Context: an optimization exercise on an open-source flow, tuned for small area and a short achievable clock period. The choices shown serve that exercise and are no tape-out recipe. Function was checked by simulation only, so behaviour that the tests miss may differ from the original. No activity file was given, so power comes from the tool's default toggle rates.

### flow/flow/run.sh
#!/bin/bash
# The standard layout (the standard.sh, unchanged synthesis and steps),
# except that the buffers it puts on every input and output port are
# sky130_fd_sc_hd__buf_1 cells instead of the flow's default choice.
set -e
cd "$(dirname "$0")/.."
export BUFFER_PORTS_ARGS="-buffer_cell sky130_fd_sc_hd__buf_1"
bash standard.sh > standard.log 2>&1
### flow/standard.sh
#!/bin/bash
# synth_recipe.tcl (not shown) runs the flow's synth.tcl, then flattens the netlist and writes it again
# the make line also repeats each setting of config.mk as NAME=value (left out here)
make -C /OpenROAD-flow-scripts/flow DESIGN_CONFIG=/design/flow/config.mk WORK_HOME=/design/flow/orfs CLKGATE_MAP_FILE= SYNTH_SCRIPT=/design/flow/synth_recipe.tcl "${@:-finish}"
### flow/config.mk
export PLATFORM = sky130hd
export DESIGN_NAME = fp_pipeline
export DESIGN_NICKNAME = fp_pipeline
export VERILOG_FILES = /design/flow/design.v
export SDC_FILE = /design/flow/constraint.sdc
export NUM_CORES = 4
export LEC_CHECK = 0
export CAP_MARGIN = 20
export CORE_MARGIN = 2
export CORE_UTILIZATION = 60
export PLACE_DENSITY = 0.8
export SETUP_SLACK_MARGIN = 3.1
export SLEW_MARGIN = 20
### flow/constraint.sdc
create_clock -name core_clock -period 7.0 [get_ports {clk}]
set_input_delay 1.4000 -clock core_clock [delete_from_list [all_inputs] [get_ports {clk}]]
set_output_delay 1.4000 -clock core_clock [all_outputs]
set_load 0.01 [all_outputs]
### flow/design.v
module fpmul_exp (
    input  [4:0] ea, eb,
    input        valid,
    output [4:0] e5,
    output       z
);
    wire [5:0] ez = {1'b0, ea} + {1'b0, eb} - 6'd15;
    assign e5 = ez[4:0];
    assign z  = ez[5] | ~valid;
endmodule
module fpmul_norm (
    input  [11:0] r0, r1,
    input         c10,
    input  [4:0]  e5,
    input         z,
    input         s,
    output [15:0] r,
    output        hidden     
);
    wire [11:0] p = r0 + r1 + {11'b0, c10};
    wire [4:0] e = p[11] ? e5 + 5'd1 : e5;
    wire [9:0] f = p[11] ? p[10:1] : p[9:0];
    assign r = z ? 16'b0 : {s, e, f};
    assign hidden = ~z & (|e);
endmodule
module fpmul_tree (
    input  [9:0]  fa, fb,
    output [21:0] r0, r1
);
    wire t1, t2;
    assign t1 = (fa[0]&fb[9]) ^ (fa[1]&fb[8]);
    assign t2 = (fa[0]&fb[9]) & (fa[1]&fb[8]);
    wire t3, t4;
    assign t3 = (fa[1]&fb[9]) ^ (fa[2]&fb[8]) ^ (fa[3]&fb[7]);
    assign t4 = ((fa[1]&fb[9]) & (fa[2]&fb[8])) | ((fa[1]&fb[9]) & (fa[3]&fb[7])) | ((fa[2]&fb[8]) & (fa[3]&fb[7]));
    wire t5, t6;
    assign t5 = (fa[4]&fb[6]) ^ (fa[5]&fb[5]);
    assign t6 = (fa[4]&fb[6]) & (fa[5]&fb[5]);
    wire t7, t8;
    assign t7 = (fa[2]&fb[9]) ^ (fa[3]&fb[8]) ^ (fa[4]&fb[7]);
    assign t8 = ((fa[2]&fb[9]) & (fa[3]&fb[8])) | ((fa[2]&fb[9]) & (fa[4]&fb[7])) | ((fa[3]&fb[8]) & (fa[4]&fb[7]));
    wire t9, t10;
    assign t9 = (fa[5]&fb[6]) ^ (fa[6]&fb[5]);
    assign t10 = (fa[5]&fb[6]) & (fa[6]&fb[5]);
    wire t11, t12;
    assign t11 = (fa[3]&fb[9]) ^ (fa[4]&fb[8]) ^ (fa[5]&fb[7]);
    assign t12 = ((fa[3]&fb[9]) & (fa[4]&fb[8])) | ((fa[3]&fb[9]) & (fa[5]&fb[7])) | ((fa[4]&fb[8]) & (fa[5]&fb[7]));
    wire t13, t14;
    assign t13 = (fa[0]&fb[6]) ^ (fa[1]&fb[5]);
    assign t14 = (fa[0]&fb[6]) & (fa[1]&fb[5]);
    wire t15, t16;
    assign t15 = (fa[0]&fb[7]) ^ (fa[1]&fb[6]) ^ (fa[2]&fb[5]);
    assign t16 = ((fa[0]&fb[7]) & (fa[1]&fb[6])) | ((fa[0]&fb[7]) & (fa[2]&fb[5])) | ((fa[1]&fb[6]) & (fa[2]&fb[5]));
    wire t17, t18;
    assign t17 = (fa[3]&fb[4]) ^ (fa[4]&fb[3]);
    assign t18 = (fa[3]&fb[4]) & (fa[4]&fb[3]);
    wire t19, t20;
    assign t19 = (fa[0]&fb[8]) ^ (fa[1]&fb[7]) ^ (fa[2]&fb[6]);
    assign t20 = ((fa[0]&fb[8]) & (fa[1]&fb[7])) | ((fa[0]&fb[8]) & (fa[2]&fb[6])) | ((fa[1]&fb[7]) & (fa[2]&fb[6]));
    wire t21, t22;
    assign t21 = (fa[3]&fb[5]) ^ (fa[4]&fb[4]) ^ (fa[5]&fb[3]);
    assign t22 = ((fa[3]&fb[5]) & (fa[4]&fb[4])) | ((fa[3]&fb[5]) & (fa[5]&fb[3])) | ((fa[4]&fb[4]) & (fa[5]&fb[3]));
    wire t23, t24;
    assign t23 = (fa[6]&fb[2]) ^ (fa[7]&fb[1]);
    assign t24 = (fa[6]&fb[2]) & (fa[7]&fb[1]);
    wire t25, t26;
    assign t25 = t1 ^ (fa[2]&fb[7]) ^ (fa[3]&fb[6]);
    assign t26 = (t1 & (fa[2]&fb[7])) | (t1 & (fa[3]&fb[6])) | ((fa[2]&fb[7]) & (fa[3]&fb[6]));
    wire t27, t28;
    assign t27 = (fa[4]&fb[5]) ^ (fa[5]&fb[4]) ^ (fa[6]&fb[3]);
    assign t28 = ((fa[4]&fb[5]) & (fa[5]&fb[4])) | ((fa[4]&fb[5]) & (fa[6]&fb[3])) | ((fa[5]&fb[4]) & (fa[6]&fb[3]));
    wire t29, t30;
    assign t29 = (fa[7]&fb[2]) ^ (fa[8]&fb[1]) ^ (fa[9]&fb[0]);
    assign t30 = ((fa[7]&fb[2]) & (fa[8]&fb[1])) | ((fa[7]&fb[2]) & (fa[9]&fb[0])) | ((fa[8]&fb[1]) & (fa[9]&fb[0]));
    wire t31, t32;
    assign t31 = t2 ^ t3 ^ t5;
    assign t32 = (t2 & t3) | (t2 & t5) | (t3 & t5);
    wire t33, t34;
    assign t33 = (fa[6]&fb[4]) ^ (fa[7]&fb[3]) ^ (fa[8]&fb[2]);
    assign t34 = ((fa[6]&fb[4]) & (fa[7]&fb[3])) | ((fa[6]&fb[4]) & (fa[8]&fb[2])) | ((fa[7]&fb[3]) & (fa[8]&fb[2]));
    wire t35, t36;
    assign t35 = (fa[9]&fb[1]) ^ fa[0] ^ fb[0];
    assign t36 = ((fa[9]&fb[1]) & fa[0]) | ((fa[9]&fb[1]) & fb[0]) | (fa[0] & fb[0]);
    wire t37, t38;
    assign t37 = t4 ^ t6 ^ t7;
    assign t38 = (t4 & t6) | (t4 & t7) | (t6 & t7);
    wire t39, t40;
    assign t39 = t9 ^ (fa[7]&fb[4]) ^ (fa[8]&fb[3]);
    assign t40 = (t9 & (fa[7]&fb[4])) | (t9 & (fa[8]&fb[3])) | ((fa[7]&fb[4]) & (fa[8]&fb[3]));
    wire t41, t42;
    assign t41 = (fa[9]&fb[2]) ^ fa[1] ^ fb[1];
    assign t42 = ((fa[9]&fb[2]) & fa[1]) | ((fa[9]&fb[2]) & fb[1]) | (fa[1] & fb[1]);
    wire t43, t44;
    assign t43 = t8 ^ t10 ^ t11;
    assign t44 = (t8 & t10) | (t8 & t11) | (t10 & t11);
    wire t45, t46;
    assign t45 = (fa[6]&fb[6]) ^ (fa[7]&fb[5]) ^ (fa[8]&fb[4]);
    assign t46 = ((fa[6]&fb[6]) & (fa[7]&fb[5])) | ((fa[6]&fb[6]) & (fa[8]&fb[4])) | ((fa[7]&fb[5]) & (fa[8]&fb[4]));
    wire t47, t48;
    assign t47 = (fa[9]&fb[3]) ^ fa[2] ^ fb[2];
    assign t48 = ((fa[9]&fb[3]) & fa[2]) | ((fa[9]&fb[3]) & fb[2]) | (fa[2] & fb[2]);
    wire t49, t50;
    assign t49 = t12 ^ (fa[4]&fb[9]) ^ (fa[5]&fb[8]);
    assign t50 = (t12 & (fa[4]&fb[9])) | (t12 & (fa[5]&fb[8])) | ((fa[4]&fb[9]) & (fa[5]&fb[8]));
    wire t51, t52;
    assign t51 = (fa[6]&fb[7]) ^ (fa[7]&fb[6]) ^ (fa[8]&fb[5]);
    assign t52 = ((fa[6]&fb[7]) & (fa[7]&fb[6])) | ((fa[6]&fb[7]) & (fa[8]&fb[5])) | ((fa[7]&fb[6]) & (fa[8]&fb[5]));
    wire t53, t54;
    assign t53 = (fa[9]&fb[4]) ^ fa[3] ^ fb[3];
    assign t54 = ((fa[9]&fb[4]) & fa[3]) | ((fa[9]&fb[4]) & fb[3]) | (fa[3] & fb[3]);
    wire t55, t56;
    assign t55 = (fa[5]&fb[9]) ^ (fa[6]&fb[8]) ^ (fa[7]&fb[7]);
    assign t56 = ((fa[5]&fb[9]) & (fa[6]&fb[8])) | ((fa[5]&fb[9]) & (fa[7]&fb[7])) | ((fa[6]&fb[8]) & (fa[7]&fb[7]));
    wire t57, t58;
    assign t57 = (fa[8]&fb[6]) ^ (fa[9]&fb[5]) ^ fa[4];
    assign t58 = ((fa[8]&fb[6]) & (fa[9]&fb[5])) | ((fa[8]&fb[6]) & fa[4]) | ((fa[9]&fb[5]) & fa[4]);
    wire t59, t60;
    assign t59 = (fa[6]&fb[9]) ^ (fa[7]&fb[8]) ^ (fa[8]&fb[7]);
    assign t60 = ((fa[6]&fb[9]) & (fa[7]&fb[8])) | ((fa[6]&fb[9]) & (fa[8]&fb[7])) | ((fa[7]&fb[8]) & (fa[8]&fb[7]));
    wire t61, t62;
    assign t61 = (fa[0]&fb[4]) ^ (fa[1]&fb[3]);
    assign t62 = (fa[0]&fb[4]) & (fa[1]&fb[3]);
    wire t63, t64;
    assign t63 = (fa[0]&fb[5]) ^ (fa[1]&fb[4]) ^ (fa[2]&fb[3]);
    assign t64 = ((fa[0]&fb[5]) & (fa[1]&fb[4])) | ((fa[0]&fb[5]) & (fa[2]&fb[3])) | ((fa[1]&fb[4]) & (fa[2]&fb[3]));
    wire t65, t66;
    assign t65 = (fa[3]&fb[2]) ^ (fa[4]&fb[1]);
    assign t66 = (fa[3]&fb[2]) & (fa[4]&fb[1]);
    wire t67, t68;
    assign t67 = t13 ^ (fa[2]&fb[4]) ^ (fa[3]&fb[3]);
    assign t68 = (t13 & (fa[2]&fb[4])) | (t13 & (fa[3]&fb[3])) | ((fa[2]&fb[4]) & (fa[3]&fb[3]));
    wire t69, t70;
    assign t69 = (fa[4]&fb[2]) ^ (fa[5]&fb[1]) ^ (fa[6]&fb[0]);
    assign t70 = ((fa[4]&fb[2]) & (fa[5]&fb[1])) | ((fa[4]&fb[2]) & (fa[6]&fb[0])) | ((fa[5]&fb[1]) & (fa[6]&fb[0]));
    wire t71, t72;
    assign t71 = t14 ^ t15 ^ t17;
    assign t72 = (t14 & t15) | (t14 & t17) | (t15 & t17);
    wire t73, t74;
    assign t73 = (fa[5]&fb[2]) ^ (fa[6]&fb[1]) ^ (fa[7]&fb[0]);
    assign t74 = ((fa[5]&fb[2]) & (fa[6]&fb[1])) | ((fa[5]&fb[2]) & (fa[7]&fb[0])) | ((fa[6]&fb[1]) & (fa[7]&fb[0]));
    wire t75, t76;
    assign t75 = t16 ^ t18 ^ t19;
    assign t76 = (t16 & t18) | (t16 & t19) | (t18 & t19);
    wire t77, t78;
    assign t77 = t21 ^ t23 ^ (fa[8]&fb[0]);
    assign t78 = (t21 & t23) | (t21 & (fa[8]&fb[0])) | (t23 & (fa[8]&fb[0]));
    wire t79, t80;
    assign t79 = t20 ^ t22 ^ t24;
    assign t80 = (t20 & t22) | (t20 & t24) | (t22 & t24);
    wire t81, t82;
    assign t81 = t25 ^ t27 ^ t29;
    assign t82 = (t25 & t27) | (t25 & t29) | (t27 & t29);
    wire t83, t84;
    assign t83 = t26 ^ t28 ^ t30;
    assign t84 = (t26 & t28) | (t26 & t30) | (t28 & t30);
    wire t85, t86;
    assign t85 = t31 ^ t33 ^ t35;
    assign t86 = (t31 & t33) | (t31 & t35) | (t33 & t35);
    wire t87, t88;
    assign t87 = t32 ^ t34 ^ t36;
    assign t88 = (t32 & t34) | (t32 & t36) | (t34 & t36);
    wire t89, t90;
    assign t89 = t37 ^ t39 ^ t41;
    assign t90 = (t37 & t39) | (t37 & t41) | (t39 & t41);
    wire t91, t92;
    assign t91 = t38 ^ t40 ^ t42;
    assign t92 = (t38 & t40) | (t38 & t42) | (t40 & t42);
    wire t93, t94;
    assign t93 = t43 ^ t45 ^ t47;
    assign t94 = (t43 & t45) | (t43 & t47) | (t45 & t47);
    wire t95, t96;
    assign t95 = t44 ^ t46 ^ t48;
    assign t96 = (t44 & t46) | (t44 & t48) | (t46 & t48);
    wire t97, t98;
    assign t97 = t49 ^ t51 ^ t53;
    assign t98 = (t49 & t51) | (t49 & t53) | (t51 & t53);
    wire t99, t100;
    assign t99 = t50 ^ t52 ^ t54;
    assign t100 = (t50 & t52) | (t50 & t54) | (t52 & t54);
    wire t101, t102;
    assign t101 = t55 ^ t57 ^ fb[4];
    assign t102 = (t55 & t57) | (t55 & fb[4]) | (t57 & fb[4]);
    wire t103, t104;
    assign t103 = t56 ^ t58 ^ t59;
    assign t104 = (t56 & t58) | (t56 & t59) | (t58 & t59);
    wire t105, t106;
    assign t105 = (fa[9]&fb[6]) ^ fa[5] ^ fb[5];
    assign t106 = ((fa[9]&fb[6]) & fa[5]) | ((fa[9]&fb[6]) & fb[5]) | (fa[5] & fb[5]);
    wire t107, t108;
    assign t107 = t60 ^ (fa[7]&fb[9]) ^ (fa[8]&fb[8]);
    assign t108 = (t60 & (fa[7]&fb[9])) | (t60 & (fa[8]&fb[8])) | ((fa[7]&fb[9]) & (fa[8]&fb[8]));
    wire t109, t110;
    assign t109 = (fa[9]&fb[7]) ^ fa[6] ^ fb[6];
    assign t110 = ((fa[9]&fb[7]) & fa[6]) | ((fa[9]&fb[7]) & fb[6]) | (fa[6] & fb[6]);
    wire t111, t112;
    assign t111 = (fa[8]&fb[9]) ^ (fa[9]&fb[8]) ^ fa[7];
    assign t112 = ((fa[8]&fb[9]) & (fa[9]&fb[8])) | ((fa[8]&fb[9]) & fa[7]) | ((fa[9]&fb[8]) & fa[7]);
    wire t113, t114;
    assign t113 = (fa[0]&fb[3]) ^ (fa[1]&fb[2]);
    assign t114 = (fa[0]&fb[3]) & (fa[1]&fb[2]);
    wire t115, t116;
    assign t115 = t61 ^ (fa[2]&fb[2]) ^ (fa[3]&fb[1]);
    assign t116 = (t61 & (fa[2]&fb[2])) | (t61 & (fa[3]&fb[1])) | ((fa[2]&fb[2]) & (fa[3]&fb[1]));
    wire t117, t118;
    assign t117 = t62 ^ t63 ^ t65;
    assign t118 = (t62 & t63) | (t62 & t65) | (t63 & t65);
    wire t119, t120;
    assign t119 = t64 ^ t66 ^ t67;
    assign t120 = (t64 & t66) | (t64 & t67) | (t66 & t67);
    wire t121, t122;
    assign t121 = t68 ^ t70 ^ t71;
    assign t122 = (t68 & t70) | (t68 & t71) | (t70 & t71);
    wire t123, t124;
    assign t123 = t72 ^ t74 ^ t75;
    assign t124 = (t72 & t74) | (t72 & t75) | (t74 & t75);
    wire t125, t126;
    assign t125 = t76 ^ t78 ^ t79;
    assign t126 = (t76 & t78) | (t76 & t79) | (t78 & t79);
    wire t127, t128;
    assign t127 = t80 ^ t82 ^ t83;
    assign t128 = (t80 & t82) | (t80 & t83) | (t82 & t83);
    wire t129, t130;
    assign t129 = t84 ^ t86 ^ t87;
    assign t130 = (t84 & t86) | (t84 & t87) | (t86 & t87);
    wire t131, t132;
    assign t131 = t88 ^ t90 ^ t91;
    assign t132 = (t88 & t90) | (t88 & t91) | (t90 & t91);
    wire t133, t134;
    assign t133 = t92 ^ t94 ^ t95;
    assign t134 = (t92 & t94) | (t92 & t95) | (t94 & t95);
    wire t135, t136;
    assign t135 = t96 ^ t98 ^ t99;
    assign t136 = (t96 & t98) | (t96 & t99) | (t98 & t99);
    wire t137, t138;
    assign t137 = t100 ^ t102 ^ t103;
    assign t138 = (t100 & t102) | (t100 & t103) | (t102 & t103);
    wire t139, t140;
    assign t139 = t104 ^ t106 ^ t107;
    assign t140 = (t104 & t106) | (t104 & t107) | (t106 & t107);
    wire t141, t142;
    assign t141 = t108 ^ t110 ^ t111;
    assign t142 = (t108 & t110) | (t108 & t111) | (t110 & t111);
    wire t143, t144;
    assign t143 = t112 ^ (fa[9]&fb[9]) ^ fa[8];
    assign t144 = (t112 & (fa[9]&fb[9])) | (t112 & fa[8]) | ((fa[9]&fb[9]) & fa[8]);
    wire t145, t146;
    assign t145 = (fa[0]&fb[2]) ^ (fa[1]&fb[1]);
    assign t146 = (fa[0]&fb[2]) & (fa[1]&fb[1]);
    wire t147, t148;
    assign t147 = t113 ^ (fa[2]&fb[1]) ^ (fa[3]&fb[0]);
    assign t148 = (t113 & (fa[2]&fb[1])) | (t113 & (fa[3]&fb[0])) | ((fa[2]&fb[1]) & (fa[3]&fb[0]));
    wire t149, t150;
    assign t149 = t114 ^ t115 ^ (fa[4]&fb[0]);
    assign t150 = (t114 & t115) | (t114 & (fa[4]&fb[0])) | (t115 & (fa[4]&fb[0]));
    wire t151, t152;
    assign t151 = t116 ^ t117 ^ (fa[5]&fb[0]);
    assign t152 = (t116 & t117) | (t116 & (fa[5]&fb[0])) | (t117 & (fa[5]&fb[0]));
    wire t153, t154;
    assign t153 = t118 ^ t119 ^ t69;
    assign t154 = (t118 & t119) | (t118 & t69) | (t119 & t69);
    wire t155, t156;
    assign t155 = t120 ^ t121 ^ t73;
    assign t156 = (t120 & t121) | (t120 & t73) | (t121 & t73);
    wire t157, t158;
    assign t157 = t122 ^ t123 ^ t77;
    assign t158 = (t122 & t123) | (t122 & t77) | (t123 & t77);
    wire t159, t160;
    assign t159 = t124 ^ t125 ^ t81;
    assign t160 = (t124 & t125) | (t124 & t81) | (t125 & t81);
    wire t161, t162;
    assign t161 = t126 ^ t127 ^ t85;
    assign t162 = (t126 & t127) | (t126 & t85) | (t127 & t85);
    wire t163, t164;
    assign t163 = t128 ^ t129 ^ t89;
    assign t164 = (t128 & t129) | (t128 & t89) | (t129 & t89);
    wire t165, t166;
    assign t165 = t130 ^ t131 ^ t93;
    assign t166 = (t130 & t131) | (t130 & t93) | (t131 & t93);
    wire t167, t168;
    assign t167 = t132 ^ t133 ^ t97;
    assign t168 = (t132 & t133) | (t132 & t97) | (t133 & t97);
    wire t169, t170;
    assign t169 = t134 ^ t135 ^ t101;
    assign t170 = (t134 & t135) | (t134 & t101) | (t135 & t101);
    wire t171, t172;
    assign t171 = t136 ^ t137 ^ t105;
    assign t172 = (t136 & t137) | (t136 & t105) | (t137 & t105);
    wire t173, t174;
    assign t173 = t138 ^ t139 ^ t109;
    assign t174 = (t138 & t139) | (t138 & t109) | (t139 & t109);
    wire t175, t176;
    assign t175 = t140 ^ t141 ^ fb[7];
    assign t176 = (t140 & t141) | (t140 & fb[7]) | (t141 & fb[7]);
    wire t177, t178;
    assign t177 = t142 ^ t143 ^ fb[8];
    assign t178 = (t142 & t143) | (t142 & fb[8]) | (t143 & fb[8]);
    wire t179, t180;
    assign t179 = t144 ^ fa[9] ^ fb[9];
    assign t180 = (t144 & fa[9]) | (t144 & fb[9]) | (fa[9] & fb[9]);
    assign r0 = {1'b0, t180, t178, t176, t174, t172, t170, t168, t166, t164, t162, t160, t158, t156, t154, t152, t150, t148, t146, t145, (fa[0]&fb[1]), (fa[0]&fb[0])};
    assign r1 = {1'b0, 1'b1, t179, t177, t175, t173, t171, t169, t167, t165, t163, t161, t159, t157, t155, t153, t151, t149, t147, (fa[2]&fb[0]), (fa[1]&fb[0]), 1'b0};
endmodule
module fpadd_norm (
    input  [12:0] fz,
    input  [4:0]  er,
    input         sr,
    output reg [15:0] r,
    output reg        hidden    
);
    reg [3:0] lz;
    reg [12:0] n;
    reg [4:0] e;
    integer i;
    always @(*) begin
        lz = 4'd12;
        for (i = 0; i <= 12; i = i + 1)
            if (fz[i]) lz = 12 - i;
        n = fz << lz;
        e = er - {1'b0, lz} + 5'd1;
        if (fz == 13'b0) begin
            r = 16'b0;
            hidden = 1'b0;
        end else begin
            r = {sr, e, n[11:2]};
            hidden = |e;
        end
    end
endmodule
module fpadd_order (
    input  [14:0] a, b,
    output        a_big,
    output [3:0]  d,
    output        dz
);
    wire [4:0] ea = a[14:10], eb = b[14:10];
    wire [5:0] dab = {1'b0, ea} - {1'b0, eb};
    wire [4:0] dba = eb - ea;
    wire       b_egt = dab[5];
    wire       eeq = (ea == eb);
    wire       fge = a[9:0] >= b[9:0];
    assign a_big = ~b_egt & (~eeq | fge);
    wire [4:0] dd = b_egt ? dba : dab[4:0];
    assign d  = dd[3:0];
    assign dz = dd[4] | (dd[3] & dd[2]);
endmodule
module fpadd_align (
    input  [15:0] a, b,        
    input         ha, hb,      
    input         a_big,
    input  [3:0]  d,
    input         dz,
    output [12:0] fz,
    output [4:0]  er,
    output        sr
);
    wire [11:0] xa = {ha, a[9:0], 1'b0};
    wire [11:0] xb = {hb, b[9:0], 1'b0};
    wire [11:0] big = a_big ? xa : xb;
    wire [11:0] sml = a_big ? xb : xa;
    wire [11:0] sh  = dz ? 12'b0 : sml >> d;
    wire        sub = a[15] ^ b[15];
    assign fz = {1'b0, big} + ({1'b0, sh} ^ {13{sub}}) + {12'b0, sub};
    assign er = a_big ? a[14:10] : b[14:10];
    assign sr = a_big ? a[15] : b[15];
endmodule
module fp_pipeline (
    input wire clk,
    input wire reset,
    input wire pipe_en,
    input wire [15:0] in_scalar,
    input wire [15:0] in_batch,
    input wire [8:0] in_waddr,
    input wire in_wen,
    input wire in_valid,
    output wire out_we,
    output wire [8:0] out_waddr,
    output wire [15:0] out_data
);
reg proc_en;
always @(posedge clk) begin
    if (reset) proc_en <= 1'b0;
    else       proc_en <= pipe_en;
end
wire [4:0] e5_in;
wire       z_in;
fpmul_exp u_exp (.ea(in_scalar[14:10]), .eb(in_batch[14:10]), .valid(in_valid),
                 .e5(e5_in), .z(z_in));
reg [9:0] s1_fa, s1_fb;
reg [4:0] s1_e5;
reg       s1_s;
reg [8:0] s1_waddr;
reg       s1_z, s1_wen, s1_vw;
always @(posedge clk) begin
    if (proc_en) begin
        s1_fa    <= in_scalar[9:0];
        s1_fb    <= in_batch[9:0];
        s1_e5    <= e5_in;
        s1_s     <= in_scalar[15] ^ in_batch[15];
        s1_waddr <= in_waddr;
    end
end
always @(posedge clk) begin
    if (reset) begin
        s1_z <= 1'b1; s1_wen <= 1'b0; s1_vw <= 1'b0;
    end else if (proc_en) begin
        s1_z <= z_in; s1_wen <= in_wen; s1_vw <= in_valid | in_wen;
    end
end
wire [21:0] r0, r1;
fpmul_tree u_tree (.fa(s1_fa), .fb(s1_fb), .r0(r0), .r1(r1));
wire [9:0]  lo = {1'b0, r0[9:1]} + {1'b0, r1[9:1]};
reg [20:10] s2_r0;
reg [19:10] s2_r1;
reg         s2_c10;
reg [4:0]   s2_e5;
reg         s2_s;
reg [8:0]   s2_waddr;
reg         s2_z, s2_wen, s2_vw;
always @(posedge clk) begin
    if (proc_en) begin
        s2_r0    <= r0[20:10];
        s2_r1    <= r1[19:10];
        s2_c10   <= lo[9];
        s2_e5    <= s1_e5;
        s2_s     <= s1_s;
        s2_waddr <= s1_waddr;
    end
end
always @(posedge clk) begin
    if (reset) begin
        s2_z <= 1'b1; s2_wen <= 1'b0; s2_vw <= 1'b0;
    end else if (proc_en) begin
        s2_z <= s1_z; s2_wen <= s1_wen; s2_vw <= s1_vw;
    end
end
reg  [12:0] s4_fz;
reg  [4:0]  s4_er;
reg         s4_sr;
reg         s4_wen;
wire [15:0] sum;
wire        sum_h;
fpadd_norm u_anorm (.fz(s4_fz), .er(s4_er), .sr(s4_sr), .r(sum), .hidden(sum_h));
wire [15:0] prod;
wire        prod_h;
fpmul_norm u_mnorm (.r0({1'b0, s2_r0}), .r1({2'b01, s2_r1}), .c10(s2_c10),
                    .e5(s2_e5), .z(s2_z), .s(s2_s), .r(prod), .hidden(prod_h));
wire        g_next = s2_vw & ~s4_wen;
wire [14:0] c_next = g_next ? sum[14:0] : 15'b0;
wire        a_big;
wire [3:0]  d;
wire        dz;
fpadd_order u_order (.a(prod[14:0]), .b(c_next), .a_big(a_big), .d(d), .dz(dz));
reg [15:0] s3_p;
reg        s3_h, s3_g, s3_abig, s3_dz;
reg [3:0]  s3_d;
reg [8:0]  s3_waddr;
reg        s3_wen;
always @(posedge clk) begin
    if (proc_en) begin
        s3_p     <= prod;
        s3_h     <= prod_h;
        s3_g     <= g_next;
        s3_abig  <= a_big;
        s3_d     <= d;
        s3_dz    <= dz;
        s3_waddr <= s2_waddr;
    end
end
always @(posedge clk) begin
    if (reset)        s3_wen <= 1'b0;
    else if (proc_en) s3_wen <= s2_wen;
end
reg  [15:0] s5_sum;
reg         s5_h;
wire [15:0] c = {s5_sum[15], s3_g ? s5_sum[14:0] : 15'b0};
wire        c_h = s3_g & s5_h;
wire [12:0] fz;
wire [4:0]  er;
wire        sr;
fpadd_align u_align (.a(s3_p), .b(c), .ha(s3_h), .hb(c_h), .a_big(s3_abig),
                     .d(s3_d), .dz(s3_dz), .fz(fz), .er(er), .sr(sr));
reg [8:0] s4_waddr;
always @(posedge clk) begin
    if (proc_en) begin
        s4_fz    <= fz;
        s4_er    <= er;
        s4_sr    <= sr;
        s4_waddr <= s3_waddr;
    end
end
always @(posedge clk) begin
    if (reset)        s4_wen <= 1'b0;
    else if (proc_en) s4_wen <= s3_wen;
end
reg [8:0] s5_waddr;
reg       s5_wen;
always @(posedge clk) begin
    if (proc_en) begin
        s5_sum   <= sum;
        s5_h     <= sum_h;
        s5_waddr <= s4_waddr;
    end
end
always @(posedge clk) begin
    if (reset)        s5_wen <= 1'b0;
    else if (proc_en) s5_wen <= s4_wen;
end
assign out_we    = s5_wen;
assign out_waddr = s5_waddr;
assign out_data  = s5_sum;
endmodule
==> results of run 1 <==
[state kept, by name, indices dropped and copies added (netlist names), 9 cells and up]
name,flops
s4_waddr,9
s1_fb,10
s2_waddr,9
s2_r0,11
s1_fa,10
s4_fz,13
s5_waddr,9
s3_waddr,9
s3_p,16
s1_waddr,9
s5_sum,16
s2_r1,10
[metrics by stage]
stage               instance area (µm²)  power [mW]  hold slack (ns)  util (%)
global placement                  12500        2.25            0.401      64.0
detailed placement                12500        2.28            0.405      64.0
finish                            13900        3.33            0.416      71.2
CTS                               13300        3.25            0.416      68.4
floorplan                         12000        2.05            0.400         -
global route                      13900        3.53            0.425      71.2
[worst max path at each step]
stage | startpoint | endpoint | slack [ns] | depth (start not counted)
after detailed placement | s4_fz[11] | s3_dz | 2.46 | 14
final | s4_fz[8] | s3_dz | 3.08 | 16
after global placement | s4_fz[11] | s3_dz | 2.55 | 14
after CTS | s4_fz[10] | s3_dz | 3.05 | 15
after floorplan | s4_fz[11] | s3_dz | 2.99 | 17
after global routing | s4_fz[9] | s3_dz | 2.96 | 16
[critical path, delay by kind of cell, from the launching register on]
kind | cells | cell delay, ns
muxes | 1 | 0.25
xor gates and xnor gates | 2 | 0.22
AOI/OAI and AO/OA | 5 | 0.95
and+or+nand+nor | 5 | 1.19
adders and majority gates | 3 | 0.64
DFF | 1 | 0.42
[metal layers]
| metal | up-vias | part of all wire (%) |
|---|---|---|
| met5 | - | 0 |
| met2 | 243 | 51 |
| met1 | 3974 | 40 |
| li1 | 3867 | - |
| met4 | 0 | 3.5 |
| met3 | 60 | 4.8 |
[power breakdown]
group	switching [mW]	internal, mW	total, mW	leakage (nW)
Sequential	0.0734	1.24	1.31	1.59
Combinational	0.598	0.493	1.09	3.84
Clock	0.443	0.482	0.925	0.290
Total	1.11	2.21	3.33	5.72
[kinds of logic after synthesis]
| group | count (synthesis) |
|---|---|
| flops | 169 |
| compound gates | 150 |
| buf+inv | 165 |
| mux | 59 |
| fa+ha+maj | 162 |
| xor+xnor | 44 |
| simple gates | 306 |
[area by class of cell]
| class | count | area, µm² |
|---|---|---|
| Clock inverter | 15 | 173 |
| Tap cell | 265 | 332 |
| Timing Repair Buffer | 137 | 837 |
| Fill cell | 1326 | 5600 |
| Inverter | 137 | 514 |
| Clock buffer | 17 | 425 |
| Sequential cell | 169 | 4980 |
| Multi-Input combinational cell | 721 | 6610 |
[cells in the mapped netlist, types with 13 or more instances]
cell type,n
a21oi_1,33
edfxtp_1,159
fa_1,87
o21ai_0,32
nor2_1,66
a31oi_1,13
mux2_2,14
clkbuf_1,15
nor3_1,16
mux2i_1,41
nand2_1,81
xnor2_1,24
nor2b_1,24
inv_1,136
xor2_1,20
and2_1,74
ha_1,75
[timing repair]
action | CTS | global route
buffers inserted | 20 | 41
resized for setup | 18 | 51
endpoints found under the hold margin | 0 | 0
endpoints found under the setup margin | 8 | 9
gates cloned | 0 | 1
hold buffers | 0 | 0
pin swaps | 8 | 37
==> summary.txt, run 1 <==
The run gives 4.11 ns as the data arrival at the endpoint of the critical path. The top cell types in the final layout, fill and taps aside, are 159 x edfxtp_1, 134 x inv_1, 84 x fa_1. The count of buffers inserted at the top-level ports is 71, and the synthesized-area fraction occupied by ao, oa, aoi and oai cells is 8.47%. Number of primary I/O pins: 72. TritonCTS built the clock tree. After detailed routing, the number of vias per cell comes to 5.57. Count of flip-flops with a built-in enable after synthesis: 159. Total count of hold-check failures in the final report: 0.

In the routed design, unresolved DRC markers number 0. The library cell used most frequently in the layout, excluding fill and tap cells, is edfxtp_1. The nature of the critical path endpoint was a flip-flop.

At the end of the flow, the number of nets in the layout was 1391. The worst reg2reg path startpoint was s4_fz[8]. The number of placement rows came out at 51. The clock net in this run drives a total of 169 sinks. The mux contribution to synthesized area is 5.46%.

For this run, global-route usage on met2 was measured as 41.4%. The maximum buffer depth of the clock tree is 2, and the clock transition at the registers of the reported paths is 0.07 ns. The shortest period the worst path allows was 3.92 ns; the per-cell routed wire length was 17.0 µm. The launch point of the worst hold path is s4_waddr[1]. Summed over all failing endpoints, the final setup total negative slack is 0 ns.

After synthesis, flip-flops and latches occupy 41.8% of the total area. After synthesis the netlist holds a flip-flop and latch count of 169. The final critical path takes up 56.0% of the cycle. Entering global routing, the biggest net connects 87 pins. The clock latency on the worst-skew pair was 0.43 ns. The total vias in the final route was 8144; the worst reg-to-reg setup slack was 3.08 ns. Prior to clock tree synthesis, the placed netlist has a worst setup slack of 2.46 ns. Setup violations remaining at the end of the flow were counted as 0. The worst clock skew is 0.0105 ns. The logs give 255 MHz for the top achievable clock speed and 538 for the number of DRC violations after detailed-routing iteration 0. Summed over all layers, the routed wires come to 24.9 mm.

The signal on the critical path passes through or2_4 -> nor3_4 -> nand2_2 -> nand2_4 -> ha_4 -> ha_4 -> a21o_1 -> a21oi_2 -> xnor2_2 -> or3_4 -> ha_4 -> a21o_1 -> a31oi_4 -> mux2i_1 -> xnor2_1 -> a21o_1. Once layout is complete, the cells apart from fillers number 1461. Data required time of the critical path: 7.19 ns. The worst setup path is of the reg -> reg kind. In this run, placement finished with an instance count of 1366. The share of async-settable or async-resettable flops after synthesis was 0%; the cell depth of the worst flop-to-flop path was 16.

Net count of the mapped netlist: 1263. After Yosys synthesis, XOR and XNOR cells account for 3.24% of the synthesized area. The power density over the cells came out at 240 nW/µm².

The number of antenna violations at the first check in global routing was 0. In the post-synthesis netlist, the biggest area contributors are edfxtp_1 40%, fa_1 15%, ha_1 7.9%, inv_1 4.3%, and2_1 3.9%. The tree is rooted in a clkbuf_16.

For met1 alone, demand over resource in global routing was 29.1%. 0 antenna diodes ended up in the layout. The worst hold path belongs to the class reg -> reg. For this run, the total global-route usage over all layers was measured as 23.8%. Summing the areas of all and, or, nand and nor instances in the mapped netlist gives 13.0% of the synthesized area. The static leakage power came out at 5.72 nW. met2 is the most crowded layer.

The tools report the destination of the worst register-to-register timing path as s3_dz. Yosys printed 2 warnings. Dominant combinational cell family by area after synthesis: adder cells.

The area growth from synthesis to layout is 16.4%. After synthesis, the netlist uses 67 different library cells. The flow ran to the end and the layout has no timing, DRC or antenna violations. The total congestion overflow after global routing was 0. The count of pins over their slew limit was 0; the slack of the critical path was 3.08 ns. Summing the areas of all fa, ha and maj instances in the mapped netlist gives 22.5% of the synthesized area. The layout cell share with drive strength beyond 1 was 15.2%; the delay contributed by the slowest stage of the critical path was 0.42 ns. For the worst slew slack as a fraction of its limit, the log shows 36.4%. The area of the die was 21000 µm². The met3 usage is 4.51%. From left edge to right edge, the die measures 145 µm. At the pin with the least slew margin, the transition time is 0.955 ns. edfxtp_1 takes more of the synthesized area than any other cell. Detailed placement finished with a half-perimeter wire length of 17.1 mm. TritonCTS created 17 clock buffers.

In this run the number of H-tree levels came out at 4. STA classifies the critical path startpoint as a flip-flop. The die is 145 µm tall.

Summing every instance area after synthesis gives 11900 µm². The slowest stage of the critical path belongs to the cell edfxtp_1. The detail route stage leaves a number of antenna-violating nets equal to 0.

Worst hold path endpoint: s5_waddr[1]. Setup repair after global routing could not meet its margin everywhere. A synthesized cell averages 11.3 µm². For this configuration, the core starts out at a cell density of 61.2%. Routability-driven placement finished with a final weighted congestion of 0.923.

Predominant post-synthesis flop cell: edfxtp_1. Counting instances, the worst hold path has a depth of 0. Before antenna repair, the detailed router went through 5 iterations.

The fraction of post-synthesis cell area in the top cell type by area is 40.1%. For the reported max-cap violation count, the log shows 0. The global-route wire length before repair was 38.2 mm. Number of global-route vias before repair: 7944.

The worst-case IR drop observed on VDD is 0.197 mV. The instance count of the mapped netlist was 1055; the top fanout value on the critical path was 4. The total core area is 19500 µm².
==> run 2, diff against run 1 <==
--- a/flow/config.mk
+++ b/flow/config.mk
@@ -11,3 +11,4 @@
 export PLACE_DENSITY = 0.8
 export SETUP_SLACK_MARGIN = 3.1
 export SLEW_MARGIN = 20
+export TNS_END_PERCENT = 10
==> summary.txt, run 2 <==
The deepest level of the CTS H-tree is 4 (unchanged), and the clock sink count is 169 (unchanged). The post-detailed-routing wire length was 24.0 mm (-3.7%). The count of buffering cells on the critical path with inverters included was 0 (unchanged).

Worst hold path endpoint: s5_waddr[1]. Mux contribution to synthesized area: 5.46% (unchanged). The run gives 3.07 ns (about the same) as the worst reg-to-reg setup slack.

The placed wire-length estimate after detailed placement is 17.1 mm (unchanged). The worst setup path is of the reg -> reg kind. The instance count of the mapped netlist was 1055 (unchanged); the synthesized-area fraction occupied by and/or/nand/nor cells was 13.0% (unchanged).

The synthesized-area fraction occupied by ao, oa, aoi and oai cells is 8.47% (unchanged), and the fraction of post-synthesis cell area in the top cell type by area is 40.1% (unchanged). The total vias in the final route came out at 7979 (-2.0%). Setup repair after global routing could not meet its margin everywhere.

The data required time of the critical path was 7.19 ns (about the same); the worst slew slack as a fraction of its limit was 36.4% (about the same). For the clock latency on the worst-skew pair, the log shows 0.44 ns (about the same). The part of the total power dissipated in the clock network came out at 28.0% (+0.2 points). The static leakage power was 5.61 nW (-1.9%). The number of placement rows was 51 (unchanged).

The design area came out at 13700 µm² (-1.4%). The number of nets in the layout came out at 1372 (-1.4%). The tools report the number of different library cells in the post-synthesis netlist as 67 (unchanged). The power density over the cells came out at 241 nW/µm² (+0.47%). The per-cell routed wire length came out at 16.6 µm (-2.4%). The post-synth design cell area is 11900 µm² (unchanged), and the power dissipated by switching net loads is 1.10 mW (-1.3%). The cell depth of the worst flop-to-flop path came out at 16 (unchanged). The per-cell via count in the routed design was 5.53 (-0.74%).

TritonCTS built the clock tree. The tools report the total core area as 19500 µm² (unchanged). The dominant combinational cell family by area after synthesis was adder cells. Ranked by instance count, the synthesized netlist is headed by 159 x edfxtp_1, 136 x inv_1, 87 x fa_1, 81 x nand2_1, 75 x ha_1.

Instance count on the critical path: 16 (unchanged). STA classifies the critical path startpoint as a flip-flop. The area of the die came out at 21000 µm² (unchanged). The clock transition at the registers of the reported paths came out at 0.07 ns (about the same). The tools report the maximum buffer depth of the clock tree as 2 (unchanged). Sorting the synthesized cells by area gives the leading types as edfxtp_1 40%, fa_1 15%, ha_1 7.9%, inv_1 4.3%, and2_1 3.9%. In the final layout, the registers with the most flip-flops are s3_p: 16 flops, s5_sum: 16 flops, s4_fz: 13 flops. STA classifies the critical path endpoint as a flip-flop. The area added between synthesis and finish works out to 14.8%. Portion of the clock cycle consumed by the worst path in the final layout: 56.2% (+0.16 points). The flip-flop and latch count after synthesis came out at 169 (unchanged). The pin count of the biggest net entering global routing was 87 (unchanged); the layout cell share with drive strength beyond 1 was 13.7% (-1.5 points). Maximum vdd drop: 0.197 mV (+0.15%). For the number of DRC violations after detailed-routing iteration 0, the log shows 484 (-10%).

The largest delay contributor family on the critical path was simple AND/OR/NAND/NOR gates. The critical path goes through or2_4 -> nor3_4 -> nand2_2 -> nand2_4 -> ha_4 -> ha_4 -> a21o_1 -> a21oi_2 -> xnor2_2 -> or3_4 -> ha_4 -> a21o_1 -> a31oi_4 -> mux2i_1 -> xnor2_1 -> a21o_1. The largest total area in the synthesized netlist belongs to edfxtp_1. The number of cells traversed by the worst hold path works out to 0 (unchanged). The most common cell in the synthesized netlist is edfxtp_1.

The placed instance area is 12500 µm² (unchanged), and the number of non-filler instances in the completed layout is 1442 (-1.3%). For the top achievable clock speed, the log shows 254 MHz (-0.29%). The global-route wire length before repair is 38.2 mm (-0.14%), and the vertical die dimension is 145 µm (unchanged). The sequential share of power was 39.8% (+0.4 points).

The x dimension of the die was 145 µm (unchanged). The total setup violations reported at the end of the flow was 0 (unchanged). The flow ran to the end and the layout has no timing, DRC or antenna violations.

The net count of the mapped netlist was 1263 (unchanged); the total count of hold-check failures in the final report was 0 (unchanged). For the number of antenna violations at the first check in global routing, the log shows 0 (unchanged). The master of the slowest instance on the critical path was edfxtp_1. The count of antenna diodes in the layout is 0 (unchanged), and the worst clock skew is 0.00957 ns (-0.000951 ns).

The run gives 2 (unchanged) as the synthesis warning total. Fraction of power spent switching nets: 33.4% (-0.13 points). Among all flip-flop cells after synthesis, the most frequent one is edfxtp_1. The worst register-to-register path ends at s3_dz.

Number of primary I/O pins: 72 (unchanged). The tools report the data arrival at the endpoint of the critical path as 4.12 ns (about the same). The run gives 0 (unchanged) as the number of antenna-violating nets in the routed design. The tools report the utilization after layout as 70.2% (-1.0 points).

The run gives 0 (unchanged) as the reported max-cap violation count. The worst-margin pin slew was 0.954 ns (-0.000448 ns); the synthesized-area fraction occupied by adder cells was 22.5% (unchanged). The proportion of power drawn by combinational gates is 32.1% (-0.7 points), and the delay contributed by the slowest stage of the critical path is 0.42 ns (about the same). The min-delay analysis places its worst path in the category reg -> reg.

The tools report the worst reg2reg path startpoint as s4_fz[8]. The total congestion overflow after global routing is 0 (unchanged), and the initial standard-cell utilization of the core is 61.2% (unchanged). The all-layer global routing usage came out at 23.8% (about the same).

The post-synthesis xor/xnor area fraction was 3.24% (unchanged); the count of flip-flops with a built-in enable after synthesis was 159 (unchanged). Leaving out fill and tap cells, the most frequent cell in the layout is edfxtp_1. The cell at the root of the clock tree is clkbuf_16. The run gives 1366 (unchanged) as the instance count after placement with tap cells included.

The top fanout value on the critical path is 4 (unchanged). Launch point of the worst hold path: s4_waddr[1]. The number of CTS-inserted buffers came out at 17 (unchanged).

The count of buffers inserted at the top-level ports came out at 71 (unchanged). The final weighted congestion in routability-driven placement was 0.923 (unchanged); the number of iterations in the first detailed-routing pass was 4 (-1). The internal portion of total power is 2.20 mW (-0.75%). The number of global-route vias before repair is 7950 (+0.076%).

The share of async-settable or async-resettable flops after synthesis works out to 0% (unchanged). The accumulated negative setup slack is 0 ns (unchanged). The shortest period the worst path allows came out at 3.93 ns (+0.0113 ns).

In the layout the commonest cells are 159 x edfxtp_1, 134 x inv_1, 84 x fa_1. The logs give 0 (unchanged) for the post-detailed-route DRC marker count and 41.8% (unchanged) for the sequential element share of the synthesized area. The count of pins over their slew limit came out at 0 (unchanged).

Post-synthesis area per instance: 11.3 µm² (unchanged).
## run 2: cell count changes in the layout (fill, tap and decap cells not counted), sizes merged
cell / delta
buf: -18
clkbuf: -1
## run 2: per-stage QoR
stage | setup WS (ns) | total power, mW | hold slack, ns
2_1_floorplan | 2.99 | 2.05 | 0.400
3_3_place_gp | 2.55 | 2.25 | 0.401
3_5_place_dp | 2.46 | 2.28 | 0.405
4_1_cts | 3.05 | 3.25 | 0.416
5_1_grt | 2.95 | 3.50 | 0.425
6_report | 3.07 | 3.30 | 0.417
## run 2: cells by family (layout without fill, tap and decap cells)
kind of cell,Yosys count,count (layout)
xor gates and xnor gates,44,44
muxes,59,59
buffers and inverters,165,287
DFF,169,169
and+or+nand+nor,306,306
adders and majority gates,162,162
AOI/OAI and AO/OA,150,150
## run 2: layout make-up
cell class | count | area [µm²]
Multi-Input combinational cell | 721 | 6580
Fill cell | 1371 | 5790
Sequential cell | 169 | 4980
Timing Repair Buffer | 118 | 668
Inverter | 137 | 514
Clock buffer | 17 | 425
Tap cell | 265 | 332
Clock inverter | 15 | 173
## run 2: how the worst max path moves through the flow
| stage | endpoint | startpoint | slack [ns] |
|---|---|---|---|
| floorplan | s3_dz | s4_fz[11] | 2.99 |
| global placement | s3_dz | s4_fz[11] | 2.55 |
| detailed placement | s3_dz | s4_fz[11] | 2.46 |
| CTS | s3_dz | s4_fz[10] | 3.05 |
| global route | s3_dz | s4_fz[9] | 2.95 |
| finish | s3_dz | s4_fz[8] | 3.07 |
## run 2: repair_timing
action / CTS / global route
gates cloned: 0 / 0
pin swaps: 8 / 30
resized for setup: 17 / 45
endpoints found under the setup margin: 8 / 9
setup buffers: 20 / 23
hold buffers: 0 / 0
## run 2: power by group through the flow
stage	clock, mW	combinational [mW]	sequential (mW)
after floorplan	0	0.735	1.32
after detailed placement	0	0.935	1.35
after global routing	0.976	1.20	1.32
final	0.924	1.06	1.31
after CTS	0.938	0.997	1.32
after global placement	0	0.903	1.34
## run 2: routing by layer
layer | up-vias | wire length, µm | GRT usage, %
met5 | - | 0 | 0
met4 | 0 | 865 | 10.6
met2 | 205 | 12200 | 41.3
met3 | 58 | 1020 | 4.51
met1 | 3886 | 9890 | 29.1
li1 | 3830 | - | -
==> run 3, diff against run 2 <==
--- a/flow/config.mk
+++ b/flow/config.mk
@@ -9,6 +9,6 @@
 export CORE_MARGIN = 2
 export CORE_UTILIZATION = 60
 export PLACE_DENSITY = 0.8
-export SETUP_SLACK_MARGIN = 3.1
+export SETUP_SLACK_MARGIN = 3.0
 export SLEW_MARGIN = 20
 export TNS_END_PERCENT = 10
==> summary.txt, run 3 <==
The worst register-to-register path begins at s4_fz[10]. The share of async-settable or async-resettable flops after synthesis is 0% (unchanged). The tools report the kind of start point of the critical path as a flip-flop. The tools report the total setup violations reported at the end of the flow as 0 (unchanged). Synthesis warning total: 2 (unchanged). The predominant post-synthesis flop cell is edfxtp_1. The total core area was 19500 µm² (unchanged). The logs give 0 (unchanged) for the number of antenna violations at the first check in global routing and 1437 (-0.35%) for the number of non-filler instances in the completed layout. The per-cell via count in the routed design came out at 5.58 (+0.81%).

The shortest period the worst path allows is 4.01 ns (+0.0762 ns). The logs give 0 (unchanged) for the post-detailed-route DRC marker count and 7841 (-1.4%) for the number of global-route vias before repair. Cell type with the highest aggregate area in the netlist: edfxtp_1. Instance count after placement with tap cells included: 1366 (unchanged). The top cell types in the final layout, fill and taps aside, are 159 x edfxtp_1, 135 x inv_1, 85 x fa_1. The count of hold buffers inserted by post-cts repair was 0 (unchanged); the cell depth of the worst flop-to-flop path was 16 (unchanged). The run gives 0 (unchanged) as the total count of hold-check failures in the final report.

The x dimension of the die works out to 145 µm (unchanged). The cell sitting at the root of the clock tree is a clkbuf_16. The fraction of post-synthesis cell area in the top cell type by area works out to 40.1% (unchanged). The layout cell share with drive strength beyond 1 came out at 12.2% (-1.5 points). The run gives 21000 µm² (unchanged) as the area of the die. The post-synth design cell area was 11900 µm² (unchanged); the worst-margin pin slew was 0.973 ns (+0.0186 ns). The logs give 17.1 mm (unchanged) for the placed wire-length estimate after detailed placement and 72 (unchanged) for the number of primary I/O pins. The run gives 87 (unchanged) as the pin count of the biggest net entering global routing. The all-layer global routing usage was 23.5% (-0.33 points); the instance count of the mapped netlist was 1055 (unchanged). Count of pins over their slew limit: 0 (unchanged). The power density over the cells is 242 nW/µm² (+0.21%), and the portion of the clock cycle consumed by the worst path in the final layout is 57.3% (+1.1 points). The logs give 17 (unchanged) for the number of CTS-inserted buffers and 41.8% (unchanged) for the sequential element share of the synthesized area. The clock transition at the registers of the reported paths was 0.07 ns (about the same); the number of different library cells in the post-synthesis netlist was 67 (unchanged). TritonCTS built the clock tree.

The logs give 0.923 (unchanged) for the final weighted congestion in routability-driven placement and 0.43 ns (about the same) for the clock latency on the worst-skew pair. Relative to the synthesized area, the layout overhead comes to 14.1%. The maximum buffer depth of the clock tree came out at 2 (unchanged).

The total vias in the final route was 8016 (+0.46%); the number of antenna-violating nets in the routed design was 0 (unchanged). The tools report the clock sink count as 169 (unchanged). Count of buffers inserted at the top-level ports: 71 (unchanged). The critical path ends at s3_dz. The post-detailed-routing wire length was 23.9 mm (-0.40%). The run gives 4.20 ns (+0.08 ns) as the data arrival at the endpoint of the critical path. The initial standard-cell utilization of the core is 61.2% (unchanged), and the total congestion overflow after global routing is 0 (unchanged). The vertical die dimension is 145 µm (unchanged), and the count of flip-flops with a built-in enable after synthesis is 159 (unchanged). Setup repair after global routing could not meet its margin everywhere.

The utilization after layout was 69.8% (-0.42 points); the number of iterations in the first detailed-routing pass was 5 (+1). The largest registers in the layout are s3_p: 16 flops, s5_sum: 16 flops, s4_fz: 13 flops. The per-cell routed wire length was 16.6 µm (about the same). The static leakage power was 5.59 nW (-0.26%). Accumulated negative setup slack: 0 ns (unchanged).

The destination of the worst register-to-register timing path is s3_dz. After synthesis, the cell types taking the most area are edfxtp_1 40%, fa_1 15%, ha_1 7.9%, inv_1 4.3%, and2_1 3.9%. The worst slew slack as a fraction of its limit is 35.1% (-1.2 points). Startpoint-to-endpoint class of the critical path: reg -> reg.

The top fanout value on the critical path was 8 (+4); the maximum vdd drop was 0.196 mV (-0.48%). The leading cell type by number of instances after synthesis was edfxtp_1. The tools report the worst clock skew as 0.00929 ns (-0.000277 ns). The run gives 0 (unchanged) as the reported max-cap violation count.

The number of placement rows was 51 (unchanged). The run gives 2.99 ns (-0.08 ns) as the worst reg-to-reg setup slack. The run gives 250 MHz (-1.9%) as the top achievable clock speed.

The logs give 37.7 mm (-1.1%) for the global-route wire length before repair and 498 (+2.9%) for the number of DRC violations after detailed-routing iteration 0. Data required time of the critical path: 7.19 ns (about the same). The flow ran to the end and the layout has no timing, DRC or antenna violations.

The flip-flop and latch count after synthesis was 169 (unchanged). The number of nets in the layout is 1367 (-0.36%). The post-synthesis area per instance is 11.3 µm² (unchanged). Net count of the mapped netlist: 1263 (unchanged). After synthesis, the most frequently instantiated cells are 159 x edfxtp_1, 136 x inv_1, 87 x fa_1, 81 x nand2_1, 75 x ha_1. Nature of the critical path endpoint: a flip-flop.

The deepest level of the CTS H-tree came out at 4 (unchanged). The count of antenna diodes in the layout is 0 (unchanged). The tightest min-delay check is of the reg -> reg type. The library cell used most frequently in the layout, excluding fill and tap cells, is edfxtp_1. The critical path starts at s4_fz[10].
run 3: cell count changes in the layout (fill, tap and decap cells not counted), sizes merged:
cell / change
buf: -5
run 3: repair_timing:
| action | 4_1_cts | 5_1_grt |
|---|---|---|
| pin swaps | 4 | 21 |
| endpoints found under the setup margin | 6 | 10 |
| buffers inserted | 13 | 25 |
| gates resized for setup | 11 | 36 |
run 3: kinds of logic (layout without fill, tap and decap cells):
family,after synthesis,in the layout,synth area share (%)
buf+inv,165,282,5.52
flops,169,169,41.8
fa+ha+maj,162,162,22.5
xor+xnor,44,44,3.24
mux,59,59,5.46
compound gates,150,150,8.47
simple gates,306,306,13.0
run 3: layer usage:
metal	track usage [%]	vias up	wire [µm]
li1	-	3829	-
met4	10.0	0	830
met5	0	-	0
met2	40.4	259	12100
met3	4.21	61	1180
met1	29.3	3867	9790
run 3: worst min-delay path by stage:
| stage | from | to | slack (ns) | depth (start not counted) |
|---|---|---|---|---|
| floorplan | s1_e5[0] | s2_e5[0] | 0.40 | 0 |
| global placement | s1_waddr[2] | s2_waddr[2] | 0.40 | 0 |
| detailed placement | s2_waddr[8] | s3_waddr[8] | 0.40 | 0 |
| CTS | s1_s | s2_s | 0.42 | 0 |
| global route | s1_e5[1] | s2_e5[1] | 0.43 | 0 |
| finish | s4_waddr[1] | s5_waddr[1] | 0.42 | 0 |
run 3: where the power goes:
group          internal (mW)  leakage, nW  switching (mW)
Sequential              1.24         1.59          0.0745
Clock                  0.482        0.290           0.440
Combinational          0.470         3.71           0.579
run 3: area by class of cell:
class	instances	area (µm²)
multi-input combinational	721	6540
clock inverter	15	173
inverter	137	514
fill	1383	5870
timing repair buffer	113	631
sequential	169	4980
tap	265	332
clock buffer	17	425
run 3: per-stage QoR:
| stage | total power [mW] | hold WS, ns | setup slack (ns) | area [µm²] |
|---|---|---|---|---|
| after floorplan | 2.05 | 0.400 | 2.99 | 12000 |
| after global placement | 2.25 | 0.401 | 2.55 | 12500 |
| after global routing | 3.48 | 0.425 | 2.92 | 13600 |
| final | 3.28 | 0.416 | 2.99 | 13600 |
| after detailed placement | 2.28 | 0.405 | 2.46 | 12500 |
| after CTS | 3.24 | 0.416 | 2.95 | 13200 |
run 3: critical path, stage by stage (launching register included):
cell and delay [ns]:
edfxtp_1 0.38, buf_6 0.15, nor4_4 0.29, o31ai_2 0.14, and2_4 0.19, ha_1 0.26
inv_1 0.04, ha_1 0.22, fa_2 0.37, xnor2_2 0.17, or3_4 0.40, ha_2 0.19
a21o_1 0.20, a31oi_4 0.22, mux2i_1 0.25, xnor2_1 0.11, a21o_1 0.19
==> run 4, diff against run 3 <==
--- a/flow/config.mk
+++ b/flow/config.mk
@@ -9,6 +9,6 @@
 export CORE_MARGIN = 2
 export CORE_UTILIZATION = 60
 export PLACE_DENSITY = 0.8
-export SETUP_SLACK_MARGIN = 3.0
+export SETUP_SLACK_MARGIN = 3.2
 export SLEW_MARGIN = 20
 export TNS_END_PERCENT = 10
==> summary.txt, run 4 <==
The initial standard-cell utilization of the core was 61.2% (unchanged); the post-detailed-routing wire length was 24.2 mm (+1.6%). The post-synthesis area per instance works out to 11.3 µm² (unchanged). The cell type with the highest aggregate area in the netlist was edfxtp_1.

The reported max-cap violation count is 0 (unchanged). The worst-margin pin slew was 0.959 ns (-0.0138 ns). The number of CTS-inserted buffers was 17 (unchanged); the number of primary I/O pins was 72 (unchanged). The tools report the worst reg2reg path startpoint as s4_fz[7].

For the sequential element share of the synthesized area, the log shows 41.8% (unchanged). The clock sink count is 169 (unchanged). The area taken by multi-input logic gates was 6550 µm² (+0.25%); the internal portion of total power was 2.20 mW (+0.38%).

The predominant post-synthesis flop cell was edfxtp_1. The total power came out at 3.30 mW (+0.44%). Data required time of the critical path: 7.19 ns (about the same). Setup repair after global routing could not meet its margin everywhere. The dominant combinational cell family by area after synthesis was adder cells. The count of antenna diodes in the layout is 0 (unchanged), and the net count of the mapped netlist is 1263 (unchanged). The worst clock skew is 0.0105 ns (+0.00123 ns), and the count of flip-flops with a built-in enable after synthesis is 159 (unchanged). The logs give 0 (unchanged) for the number of antenna-violating nets in the routed design and 87 (unchanged) for the pin count of the biggest net entering global routing.

The count of pins over their slew limit is 0 (unchanged), and the global-route wire length before repair is 38.9 mm (+3.0%). The maximum vdd drop was 0.196 mV (-0.40%). The worst min-delay path class is reg -> reg.

The power density over the cells is 241 nW/µm² (about the same), and the final worst hold slack is 0.416 ns (-0.000173 ns). For the final weighted congestion in routability-driven placement, the log shows 0.923 (unchanged). The clock transition at the registers of the reported paths was 0.08 ns (about the same); the deepest level of the CTS H-tree was 4 (unchanged). The filler cell count in the final layout is 1374 (-0.65%), and the portion of the clock cycle consumed by the worst path in the final layout is 55.9% (-1.3 points). Proportion of power drawn by combinational gates: 32.2% (+0.2 points). The top fanout value on the critical path is 4 (-4).

Among all cell types in the netlist, the one instantiated most often is edfxtp_1. The worst slew slack as a fraction of its limit was 36.1% (+0.92 points). The layout cell share with drive strength beyond 1 was 13.4% (+1.2 points). The share of async-settable or async-resettable flops after synthesis was 0% (unchanged); the fraction of post-synthesis cell area in the top cell type by area was 40.1% (unchanged). Per-cell routed wire length: 16.8 µm (+1.0%). The vertical die dimension was 145 µm (unchanged); the top achievable clock speed was 255 MHz (+2.4%). The run gives 0 (unchanged) as the total congestion overflow after global routing. The register area was 4980 µm² (unchanged).

The number of cells traversed by the worst hold path came out at 0 (unchanged). The number of iterations in the first detailed-routing pass came out at 5 (unchanged). The total count of hold-check failures in the final report was 0 (unchanged); the fraction of power spent switching nets was 33.4% (+0.043 points). The utilization after layout is 70.2% (+0.35 points). The tools report the number of global-route vias before repair as 8026 (+2.4%). The number of DRC violations after detailed-routing iteration 0 was 462 (-7.2%).

The per-cell via count in the routed design works out to 5.56 (-0.42%). The cell at the root of the clock tree was clkbuf_16. The library cell used most frequently in the layout, excluding fill and tap cells, is edfxtp_1.

The flip-flop and latch count after synthesis is 169 (unchanged), and the sequential share of power is 39.7% (-0.3 points). For the count of hold buffers inserted by post-cts repair, the log shows 0 (unchanged). For the number of different library cells in the post-synthesis netlist, the log shows 67 (unchanged). The tools report the launch point of the worst hold path as s1_s. The power dissipated by switching net loads is 1.10 mW (+0.57%).

STA classifies the critical path startpoint as a flip-flop. The synthesized-area fraction occupied by and/or/nand/nor cells works out to 13.0% (unchanged). The synthesized-area fraction occupied by adder cells was 22.5% (unchanged).

By area the synthesized netlist is led by edfxtp_1 40%, fa_1 15%, ha_1 7.9%, inv_1 4.3%, and2_1 3.9%. The logs give 5.62 nW (+0.50%) for the static leakage power and 8027 (+0.14%) for the total vias in the final route. The total core area came out at 19500 µm² (unchanged). The instance count of the mapped netlist was 1055 (unchanged); the post-synthesis xor/xnor area fraction was 3.24% (unchanged). All-layer global routing usage: 24.3% (+0.80 points). The logs give 17.1 mm (unchanged) for the placed wire-length estimate after detailed placement and 21000 µm² (unchanged) for the area of the die. The synthesis warning total is 2 (unchanged). The flow ran to the end and the layout has no timing, DRC or antenna violations. The x dimension of the die is 145 µm (unchanged), and the accumulated negative setup slack is 0 ns (unchanged).

The tools report the number of nets in the layout as 1375 (+0.59%). The count of buffers inserted at the top-level ports was 71 (unchanged). In the final layout, the registers with the most flip-flops are s3_p: 16 flops, s5_sum: 16 flops, s4_fz: 13 flops. The cell depth of the worst flop-to-flop path works out to 15 (-1). The synthesized-area fraction occupied by ao, oa, aoi and oai cells was 8.47% (unchanged).

The post-synth design cell area came out at 11900 µm² (unchanged). The number of placement rows was 51 (unchanged). The library cells used most frequently in the layout, excluding fill and tap cells, are 159 x edfxtp_1, 134 x inv_1, 84 x fa_1. The part of the total power dissipated in the clock network is 28.0% (about the same). For the post-detailed-route DRC marker count, the log shows 0 (unchanged). Startpoint-to-endpoint class of the critical path: reg -> reg.

The commonest cells after synthesis are 159 x edfxtp_1, 136 x inv_1, 87 x fa_1, 81 x nand2_1, 75 x ha_1. Number of antenna violations at the first check in global routing: 0 (unchanged). The logs give 0 (unchanged) for the total setup violations reported at the end of the flow and 0.43 ns (about the same) for the clock latency on the worst-skew pair.

The most critical setup path has its startpoint at s4_fz[7]. Compared with the post-synthesis result, the final layout area differs by 14.7%. TritonCTS built the clock tree. The nature of the critical path endpoint is a flip-flop.

The shortest period the worst path allows was 3.91 ns (-0.0933 ns); the maximum buffer depth of the clock tree was 2 (unchanged). The mux contribution to synthesized area works out to 5.46% (unchanged). For the data arrival at the endpoint of the critical path, the log shows 4.10 ns (-0.10 ns).
[run 4: changes by cell type in the layout (fill, tap and decap cells not counted), sizes merged]
| cell | before | now |
|---|---|---|
| buf | 113 | 121 |
[run 4: power groups by stage]
stage	Sequential, mW	Clock (mW)	Combinational (mW)
floorplan	1.32	0	0.735
global placement	1.34	0	0.903
detailed placement	1.35	0	0.935
CTS	1.32	0.938	1.02
global route	1.32	0.977	1.20
finish	1.31	0.924	1.06
[run 4: timing repair]
action                                  CTS  global route
endpoints found under the setup margin   10            11
resized for setup                        36            19
pin swaps                                21            14
setup buffers                            29            17
[run 4: cells by family (layout without fill, tap and decap cells)]
logic type	count (synthesis)	count (layout)
and+or+nand+nor	306	306
adders and majority gates	162	162
muxes	59	59
DFF	169	169
buffers and inverters	165	290
AOI/OAI and AO/OA	150	150
xor gates and xnor gates	44	44
[run 4: final timing paths]
kind,to,slack [ns]
worst max-delay path,s3_dz,3.09
worst min-delay path,s2_s,0.42
worst max register to register,s3_dz,3.09
worst min register to register,s2_s,0.42
[run 4: area by class of cell]
cell class / instances / share of cell area, %
Multi-Input combinational cell: 721 / 48.0
Sequential cell: 169 / 36.5
Timing Repair Buffer: 121 / 5.00
Inverter: 137 / 3.77
Clock buffer: 17 / 3.11
Tap cell: 265 / 2.43
Clock inverter: 15 / 1.26
[run 4: worst max-delay path, stage by stage, from the launching register on]
cell	delay, ns
edfxtp_1	0.42
or2_4	0.30
nor3_4	0.23
buf_4	0.16
nand2_2	0.07
ha_1	0.33
ha_4	0.27
a21oi_2	0.20
xnor2_2	0.12
or3_4	0.41
ha_4	0.24
a21o_1	0.18
a31oi_4	0.22
mux2i_1	0.24
xnor2_1	0.10
a21o_1	0.19
[run 4: per-stage QoR]
step / instance area [µm²] / setup slack [ns] / cells
after floorplan: 12000 / 2.99 / 1055
after global placement: 12500 / 2.55 / 1366
after detailed placement: 12500 / 2.46 / 1366
after CTS: 13500 / 3.18 / 1427
after global routing: 13700 / 2.95 / 1445
final: 13700 / 3.09 / 1445
[run 4: layer usage]
metal | routed length [µm] | share of wire, % | up-vias | track usage (%)
met3 | 1140 | 4.7 | 53 | 4.48
met1 | 9830 | 41 | 3883 | 29.5
li1 | - | - | 3847 | -
met5 | 0 | 0 | - | 0
met2 | 12400 | 51 | 244 | 42.4
met4 | 856 | 3.5 | 0 | 10.7

[afterwards: timing with drivers on the ports]
No port has a modelled driver above. Below, the same layouts with a new extraction and two added sets of constraints. Step 1, drivers: a clkbuf_16 drives clk and a buf_2 each remaining input, both assumed. Step 2 adds t to the input delays and takes it off the output delays; t is the mean of the earliest and latest rising clock arrival at the registers after step 1. Input paths then give back, and output paths get back, about the clock's delay inside the block. Slacks: ideal ports / drivers / drivers and shift; pairs: ideal ports / drivers.
run	shift t [ns]	setup WS [ns]	cell pins on the clock port's net
run 1	0.474	3.080 / 3.080 / 3.080	1
run 2	0.475	3.069 / 3.069 / 3.069	1
run 3	0.475	2.992 / 2.992 / 2.992	1
run 4	0.475	3.086 / 3.086 / 3.086	1
After both steps setup and hold are still met in every run listed.
